What follows belongs to an exercise in optimizing a design on an open flow for small area, a short achievable clock period and few clock cycles; a production flow would make more cautious choices.
At most, simulation tests tie the RTL to the original design; equivalence was not proved.

==> job 6170 <==
==> flow/design.v <==
/*verilator lint_off EOFNEWLINE*/
/*verilator lint_off WIDTHEXPAND*/
module cordic #(
    parameter WIDTH = 16,                
    parameter ITERATIONS = 12,           
    parameter MODE = 0                   
)(
    input wire clk,
    input wire rst_n,
    input wire start,                    
    input wire [WIDTH-1:0] x_in,         
    input wire [WIDTH-1:0] y_in,         
    input wire [WIDTH-1:0] z_in,         
    output reg done,                     
    output reg [WIDTH-1:0] x_out,        
    output reg [WIDTH-1:0] y_out,        
    output reg [WIDTH-1:0] z_out         
);
    localparam IDLE = 2'd0;
    localparam SETUP = 2'd1;
    localparam ITERATE = 2'd2;
    localparam DONE = 2'd3;
    reg [1:0] state, next_state;
    reg signed [WIDTH-1:0] x, y;
    reg [WIDTH-1:0] z;
    reg signed [WIDTH-1:0] x_next, y_next;
    reg [WIDTH-1:0] z_next;
    reg [$clog2(ITERATIONS)-1:0] iteration;
    function [WIDTH-1:0] atan_table;
        input [3:0] idx;
        begin
            case (idx)
                4'd0:  atan_table = 16'd8192;    
                4'd1:  atan_table = 16'd4836;    
                4'd2:  atan_table = 16'd2555;    
                4'd3:  atan_table = 16'd1297;    
                4'd4:  atan_table = 16'd651;     
                4'd5:  atan_table = 16'd326;     
                4'd6:  atan_table = 16'd163;     
                4'd7:  atan_table = 16'd81;      
                4'd8:  atan_table = 16'd41;      
                4'd9:  atan_table = 16'd20;      
                4'd10: atan_table = 16'd10;      
                4'd11: atan_table = 16'd5;       
                default: atan_table = 16'd0;
            endcase
        end
    endfunction
    always @(posedge clk or negedge rst_n) begin
        if (!rst_n) begin
            state <= IDLE;
            x <= 0;
            y <= 0;
            z <= 0;
            iteration <= 0;
            done <= 1'b0;
            x_out <= 0;
            y_out <= 0;
            z_out <= 0;
        end else begin
            state <= next_state;
            case (state)
                IDLE: begin
                    done <= 1'b0;
                end
                SETUP: begin
                    x <= x_in;
                    y <= y_in;
                    z <= z_in;
                    iteration <= 0;
                end
                ITERATE: begin
                    x <= x_next;
                    y <= y_next;
                    z <= z_next;
                    iteration <= iteration + 1;
                end
                DONE: begin
                    done <= 1'b1;
                    x_out <= x;
                    y_out <= y;
                    z_out <= z;
                end
            endcase
        end
    end
    always @(*) begin
        next_state = state;
        case (state)
            IDLE: begin
                if (start) begin
                    next_state = SETUP;
                end
            end
            SETUP: begin
                next_state = ITERATE;
            end
            ITERATE: begin
                if (iteration == ITERATIONS - 1) begin
                    next_state = DONE;
                end
            end
            DONE: begin
                next_state = IDLE;
            end
        endcase
    end
    wire [WIDTH-1:0] shift_x = x >>> iteration;
    wire [WIDTH-1:0] shift_y = y >>> iteration;
    always @(*) begin
        x_next = x;
        y_next = y;
        z_next = z;
        if (state == ITERATE) begin
            if (MODE == 0) begin
                if (z[WIDTH-1] == 1'b0) begin   
                    x_next = x - shift_y;
                    y_next = y + shift_x;
                    z_next = z - atan_table(iteration);
                end else begin   
                    x_next = x + shift_y;
                    y_next = y - shift_x;
                    z_next = z + atan_table(iteration);
                end
            end else begin
                if (y[WIDTH-1] == 1'b0) begin   
                    x_next = x + shift_y;
                    y_next = y - shift_x;
                    z_next = z + atan_table(iteration);
                end else begin   
                    x_next = x - shift_y;
                    y_next = y + shift_x;
                    z_next = z - atan_table(iteration);
                end
            end
        end
    end
endmodule
/*verilator lint_on EOFNEWLINE*/
/*verilator lint_on WIDTHEXPAND*/ 
==> flow/run.sh <==
#!/bin/bash
# synth_recipe.tcl (not shown) runs the flow's synth.tcl, then flattens the netlist and writes it again
# the make line also repeats each setting of config.mk as NAME=value (left out here)
make -C /OpenROAD-flow-scripts/flow DESIGN_CONFIG=/design/flow/config.mk WORK_HOME=/design/flow/orfs CLKGATE_MAP_FILE= SYNTH_SCRIPT=/design/flow/synth_recipe.tcl finish
==> flow/config.mk <==
export PLATFORM = sky130hd
export DESIGN_NAME = cordic
export DESIGN_NICKNAME = cordic
export VERILOG_FILES = /design/flow/design.v
export SDC_FILE = /design/flow/constraint.sdc
export NUM_CORES = 4
export LEC_CHECK = 0
export CAP_MARGIN = 20
export CORE_MARGIN = 2
export CORE_UTILIZATION = 40
export SLEW_MARGIN = 20
==> flow/constraint.sdc <==
create_clock -name core_clock -period 10.0 [get_ports {clk}]
set_input_delay 2.0000 -clock core_clock [delete_from_list [all_inputs] [get_ports {clk}]]
set_output_delay 2.0000 -clock core_clock [all_outputs]
set_load 0.01 [all_outputs]
==> job 6412 (differences from job 6170) <==
==> flow/design.v (replaced) <==
module cordic (
    input  wire        clk,
    input  wire        rst_n,
    input  wire        start,
    input  wire [15:0] x_in,
    input  wire [15:0] y_in,
    input  wire [15:0] z_in,
    output reg         done,
    output wire [15:0] x_out,
    output wire [15:0] y_out,
    output wire [15:0] z_out
);
    reg signed [15:0] x, y;
    reg        [15:0] z;
    reg        [3:0]  iter;
    reg               busy;
    function [15:0] z_step;
        input [3:0] idx;
        input       neg;
        reg   [15:0] a;
        begin
            case (idx)
                4'd0:  a = 16'd8192;
                4'd1:  a = 16'd4836;
                4'd2:  a = 16'd2555;
                4'd3:  a = 16'd1297;
                4'd4:  a = 16'd651;
                4'd5:  a = 16'd326;
                4'd6:  a = 16'd163;
                4'd7:  a = 16'd81;
                4'd8:  a = 16'd41;
                4'd9:  a = 16'd20;
                4'd10: a = 16'd10;
                4'd11: a = 16'd5;
                default: a = 16'd0;
            endcase
            z_step = neg ? a : (~a + 16'd1);
        end
    endfunction
    wire        neg = z[15];
    wire [15:0] xs  = x >>> iter;
    wire [15:0] ys  = y >>> iter;
    wire [16:0] xa  = {x, 1'b1} + {(neg ? ys : ~ys), ~neg};
    wire [16:0] ya  = {y, 1'b1} + {(neg ? ~xs : xs), neg};
    wire [15:0] zn  = z + z_step(iter, neg);
    always @(posedge clk) begin
        if (start) begin
            x <= x_in;
            y <= y_in;
            z <= z_in;
        end else begin
            x <= xa[16:1];
            y <= ya[16:1];
            z <= zn;
        end
    end
    always @(posedge clk or negedge rst_n) begin
        if (!rst_n) begin
            iter <= 4'd0;
            busy <= 1'b0;
            done <= 1'b0;
        end else begin
            done <= busy && iter == 4'd11;
            if (start) begin
                iter <= 4'd0;
                busy <= 1'b1;
            end else begin
                iter <= iter + 4'd1;
                if (iter == 4'd11) busy <= 1'b0;
            end
        end
    end
    assign x_out = x;
    assign y_out = y;
    assign z_out = z;
endmodule
Settings changed: SETUP_SLACK_MARGIN set to 5.
==> comparison <==
In job 6412 the design area is lower than in job 6170, by 30%.
Against job 6412, the critical path depth of job 6170 is lower by 4.
Against job 6412, the via count of job 6170 is larger by about 30%.
Against job 6412, the non-clock buffer count of job 6170 is higher by 6.
Core utilization: job 6170 is lower than job 6412 (1.5 points).
Of job 6412 and job 6170, job 6412 has the higher global-route usage (gap 1.1 points).
Function was not checked in any run of this note: the RTL went through the layout flow alone.

==> trial 15: inputs <==
Another version of the RTL of cordic (not shown whole).
==> flow/design.v (excerpt) <==
module cordic (
    input  wire        clk,
    input  wire        rst_n,
    input  wire        start,
    input  wire [15:0] x_in,
    input  wire [15:0] y_in,
    input  wire [15:0] z_in,
    output reg         done,
    output wire [15:0] x_out,
    output wire [15:0] y_out,
    output wire [15:0] z_out
);
Settings: LEC_CHECK=0, CAP_MARGIN=20, CORE_MARGIN=2, CORE_UTILIZATION=40, SETUP_SLACK_MARGIN=5, SLEW_MARGIN=20; clock period 10.0 ns.
run.sh (not shown) runs the stock make flow with config.mk's settings and CLKGATE_MAP_FILE= SYNTH_SCRIPT=/design/flow/synth_recipe.tcl, a recipe that flattens the netlist after the stock synthesis.
==> inputs of trial 21, as changes to trial 15 <==
==> flow/design.v (replaced) <==
module cordic (
    input  wire        clk,
    input  wire        rst_n,
    input  wire        start,
    input  wire [15:0] x_in,
    input  wire [15:0] y_in,
    input  wire [15:0] z_in,
    output reg         done,
    output wire [15:0] x_out,
    output wire [15:0] y_out,
    output wire [15:0] z_out
);
    reg [15:0] x, y, z;
    reg        busy;
    reg [3:0]  ia, ib;
    wire [3:0] i_x = ia;
    wire [3:0] i_y = ~ib;
    wire [3:0] i_z = ia;
    function [15:0] add16;
        input [15:0] a, b;
        input ci;
        reg [15:0] p, g, pp, gg;
        begin
            p = a ^ b;
            g = a & b;
            gg = g; pp = p;
            gg[0] = g[0] | (p[0] & ci);
            gg[15] = gg[15] | (pp[15] & gg[14]); pp[15] = pp[15] & pp[14];
            gg[13] = gg[13] | (pp[13] & gg[12]); pp[13] = pp[13] & pp[12];
            gg[11] = gg[11] | (pp[11] & gg[10]); pp[11] = pp[11] & pp[10];
            gg[9] = gg[9] | (pp[9] & gg[8]); pp[9] = pp[9] & pp[8];
            gg[7] = gg[7] | (pp[7] & gg[6]); pp[7] = pp[7] & pp[6];
            gg[5] = gg[5] | (pp[5] & gg[4]); pp[5] = pp[5] & pp[4];
            gg[3] = gg[3] | (pp[3] & gg[2]); pp[3] = pp[3] & pp[2];
            gg[1] = gg[1] | (pp[1] & gg[0]); pp[1] = pp[1] & pp[0];
            gg[15] = gg[15] | (pp[15] & gg[13]); pp[15] = pp[15] & pp[13];
            gg[11] = gg[11] | (pp[11] & gg[9]); pp[11] = pp[11] & pp[9];
            gg[7] = gg[7] | (pp[7] & gg[5]); pp[7] = pp[7] & pp[5];
            gg[3] = gg[3] | (pp[3] & gg[1]); pp[3] = pp[3] & pp[1];
            gg[15] = gg[15] | (pp[15] & gg[11]); pp[15] = pp[15] & pp[11];
            gg[7] = gg[7] | (pp[7] & gg[3]); pp[7] = pp[7] & pp[3];
            gg[15] = gg[15] | (pp[15] & gg[7]); pp[15] = pp[15] & pp[7];
            gg[11] = gg[11] | (pp[11] & gg[7]); pp[11] = pp[11] & pp[7];
            gg[13] = gg[13] | (pp[13] & gg[11]); pp[13] = pp[13] & pp[11];
            gg[9] = gg[9] | (pp[9] & gg[7]); pp[9] = pp[9] & pp[7];
            gg[5] = gg[5] | (pp[5] & gg[3]); pp[5] = pp[5] & pp[3];
            gg[14] = gg[14] | (pp[14] & gg[13]); pp[14] = pp[14] & pp[13];
            gg[12] = gg[12] | (pp[12] & gg[11]); pp[12] = pp[12] & pp[11];
            gg[10] = gg[10] | (pp[10] & gg[9]); pp[10] = pp[10] & pp[9];
            gg[8] = gg[8] | (pp[8] & gg[7]); pp[8] = pp[8] & pp[7];
            gg[6] = gg[6] | (pp[6] & gg[5]); pp[6] = pp[6] & pp[5];
            gg[4] = gg[4] | (pp[4] & gg[3]); pp[4] = pp[4] & pp[3];
            gg[2] = gg[2] | (pp[2] & gg[1]); pp[2] = pp[2] & pp[1];
            add16 = p ^ {gg[14:0], ci};
        end
    endfunction
    function [15:0] zadd;
        input [3:0] i;
        input neg;
        begin
            case ({neg, i})
                {1'b0, 4'd0}: zadd = 16'he000;   
                {1'b1, 4'd0}: zadd = 16'h2000;   
                {1'b0, 4'd1}: zadd = 16'hed1c;   
                {1'b1, 4'd1}: zadd = 16'h12e4;   
                {1'b0, 4'd2}: zadd = 16'hf605;   
                {1'b1, 4'd2}: zadd = 16'h09fb;   
                {1'b0, 4'd3}: zadd = 16'hfaef;   
                {1'b1, 4'd3}: zadd = 16'h0511;   
                {1'b0, 4'd4}: zadd = 16'hfd75;   
                {1'b1, 4'd4}: zadd = 16'h028b;   
                {1'b0, 4'd5}: zadd = 16'hfeba;   
                {1'b1, 4'd5}: zadd = 16'h0146;   
                {1'b0, 4'd6}: zadd = 16'hff5d;   
                {1'b1, 4'd6}: zadd = 16'h00a3;   
                {1'b0, 4'd7}: zadd = 16'hffaf;   
                {1'b1, 4'd7}: zadd = 16'h0051;   
                {1'b0, 4'd8}: zadd = 16'hffd7;   
                {1'b1, 4'd8}: zadd = 16'h0029;   
                {1'b0, 4'd9}: zadd = 16'hffec;   
                {1'b1, 4'd9}: zadd = 16'h0014;   
                {1'b0, 4'd10}: zadd = 16'hfff6;   
                {1'b1, 4'd10}: zadd = 16'h000a;   
                {1'b0, 4'd11}: zadd = 16'hfffb;   
                {1'b1, 4'd11}: zadd = 16'h0005;   
                default: zadd = 16'h0000;
            endcase
        end
    endfunction
    function signed [15:0] shr;
        input signed [15:0] v;
        input [3:0] s;
        begin
            shr = v >>> s;
        end
    endfunction
    wire        neg = z[15];
    wire [15:0] xs  = shr(x, i_x);
    wire [15:0] ys  = shr(y, i_y);
    wire [15:0] xn  = add16(x, neg ? ys : ~ys, ~neg);
    wire [15:0] yn  = add16(y, neg ? ~xs : xs, neg);
    wire [15:0] zn  = add16(z, zadd(i_z, neg), 1'b0);
    always @(posedge clk) begin
        if (start) begin
            x <= x_in;
            y <= y_in;
            z <= z_in;
        end else begin
            x <= xn;
            y <= yn;
            z <= zn;
        end
    end
    always @(posedge clk) begin
        if (start) begin
            ia <= 4'd0;
            ib <= 4'd15;
        end else begin
            ia <= ia + 4'd1;
            ib <= ib - 4'd1;
        end
    end
    wire last = ia == 4'd11;
    always @(posedge clk or negedge rst_n) begin
        if (!rst_n) begin
            busy <= 1'b0;
            done <= 1'b0;
        end else begin
            done <= busy && last;
            if (start)     busy <= 1'b1;
            else if (last) busy <= 1'b0;
        end
    end
    assign x_out = x;
    assign y_out = y;
    assign z_out = z;
endmodule
==> flow/flow/run.sh (new file) <==
#!/bin/bash
# Standard layout, with the port buffers made from the smallest buffer cell
# and timing repair aimed at a setup slack of 6 ns.
set -euo pipefail
export BUFFER_PORTS_ARGS="-buffer_cell sky130_fd_sc_hd__buf_1"
bash standard.sh SETUP_SLACK_MARGIN=6 finish > standard.log 2>&1
==> flow/standard.sh (new file) <==
#!/bin/bash
# synth_recipe.tcl (not shown) runs the flow's synth.tcl, then flattens the netlist and writes it again
# the make line also repeats each setting of config.mk as NAME=value (left out here)
make -C /OpenROAD-flow-scripts/flow DESIGN_CONFIG=/design/flow/config.mk WORK_HOME=/design/flow/orfs CLKGATE_MAP_FILE= SYNTH_SCRIPT=/design/flow/synth_recipe.tcl "${@:-finish}"
- SETUP_SLACK_MARGIN: 5 -> unset
removed: flow/run.sh
==> impl_metrics.py <==
metrics = {
    "layout": {
        "mostFrequentLayoutCell": "buf_1",
    },
    "outcome": {
        "status": "finished clean",
    },
    "clock_network": {
        "path_clk_slew_ns": 0.05,
        "cts_setup_buffers": 9,
    },
    "setup_path": {
        "required_ns": 10.23,
    },
    "synth": {
        "synth_cells": 629,
    },
    "sta": {
        "slew-limit-headroom_pct": 44.28,
        "finalClockSkew_ns": 0.007589,
    },
}
(the above is from trial 21)
==> impl_metrics.py <==
metrics = {
    "outcome": {
        "status": "finished clean",
    },
    "layout": {
        "mostFrequentLayoutCell": "clkdlybuf4s50_1",
        "area_growth_pct": 20.62,
        "final_nets": 922,
    },
    "clock_network": {
        "cts_setup_buffers": 0,
        "clk_latency_ns": 0.31,
        "path_clk_slew_ns": 0.08,
    },
    "setup_path": {
        "required_ns": 10.21,
        "crit_end": "y[10]",
    },
    "sta": {
        "finalCritPeriodShare_pct": 47.03,
        "slew-limit-headroom_pct": 42.92,
    },
    "synth": {
        "synth_cells": 748,
    },
    "placement": {
        "port_buffers": 99,
    },
}
(the above is from trial 15)
Testbench counts of trial 21, summed over its fixed seeds: cycles 12,488.
For trial 15, only the layout was checked, not whether the RTL still works.

re-timing with driven ports:
No port has a modelled driver above. Below, the same layouts with a new extraction and two added sets of constraints. Step 1 assumes that a clkbuf_16 drives the clock port and a buf_2 every other input. Step 2 moves the port delays by t, midway between the first and last clock arrival at a register: inputs arrive t later, outputs are due t later. That takes back most of the time a late clock gives input paths. Slacks: ideal ports / drivers / drivers and shift; pairs: ideal ports / drivers.
| run | shift t [ns] | setup slack, ns | latest minus earliest clock arrival (ns) | worst register clock-pin slew, ns | cell pins on the clock port's net |
|---|---|---|---|---|---|
| job 6170 | 0.402 | 4.815 / 4.815 / 4.815 | 0.007 / 0.008 | 0.07 / 0.07 | 1 |
| job 6412 | 0.350 | 5.349 / 5.349 / 5.349 | 0.008 / 0.008 | 0.08 / 0.08 | 1 |
| trial 15 | 0.347 | 5.297 / 5.297 / 5.297 | 0.007 / 0.007 | 0.08 / 0.08 | 1 |
| trial 21 | 0.378 | 6.099 / 6.099 / 6.099 | 0.008 / 0.008 | 0.05 / 0.05 | 1 |
After both steps every run listed still meets setup and hold.
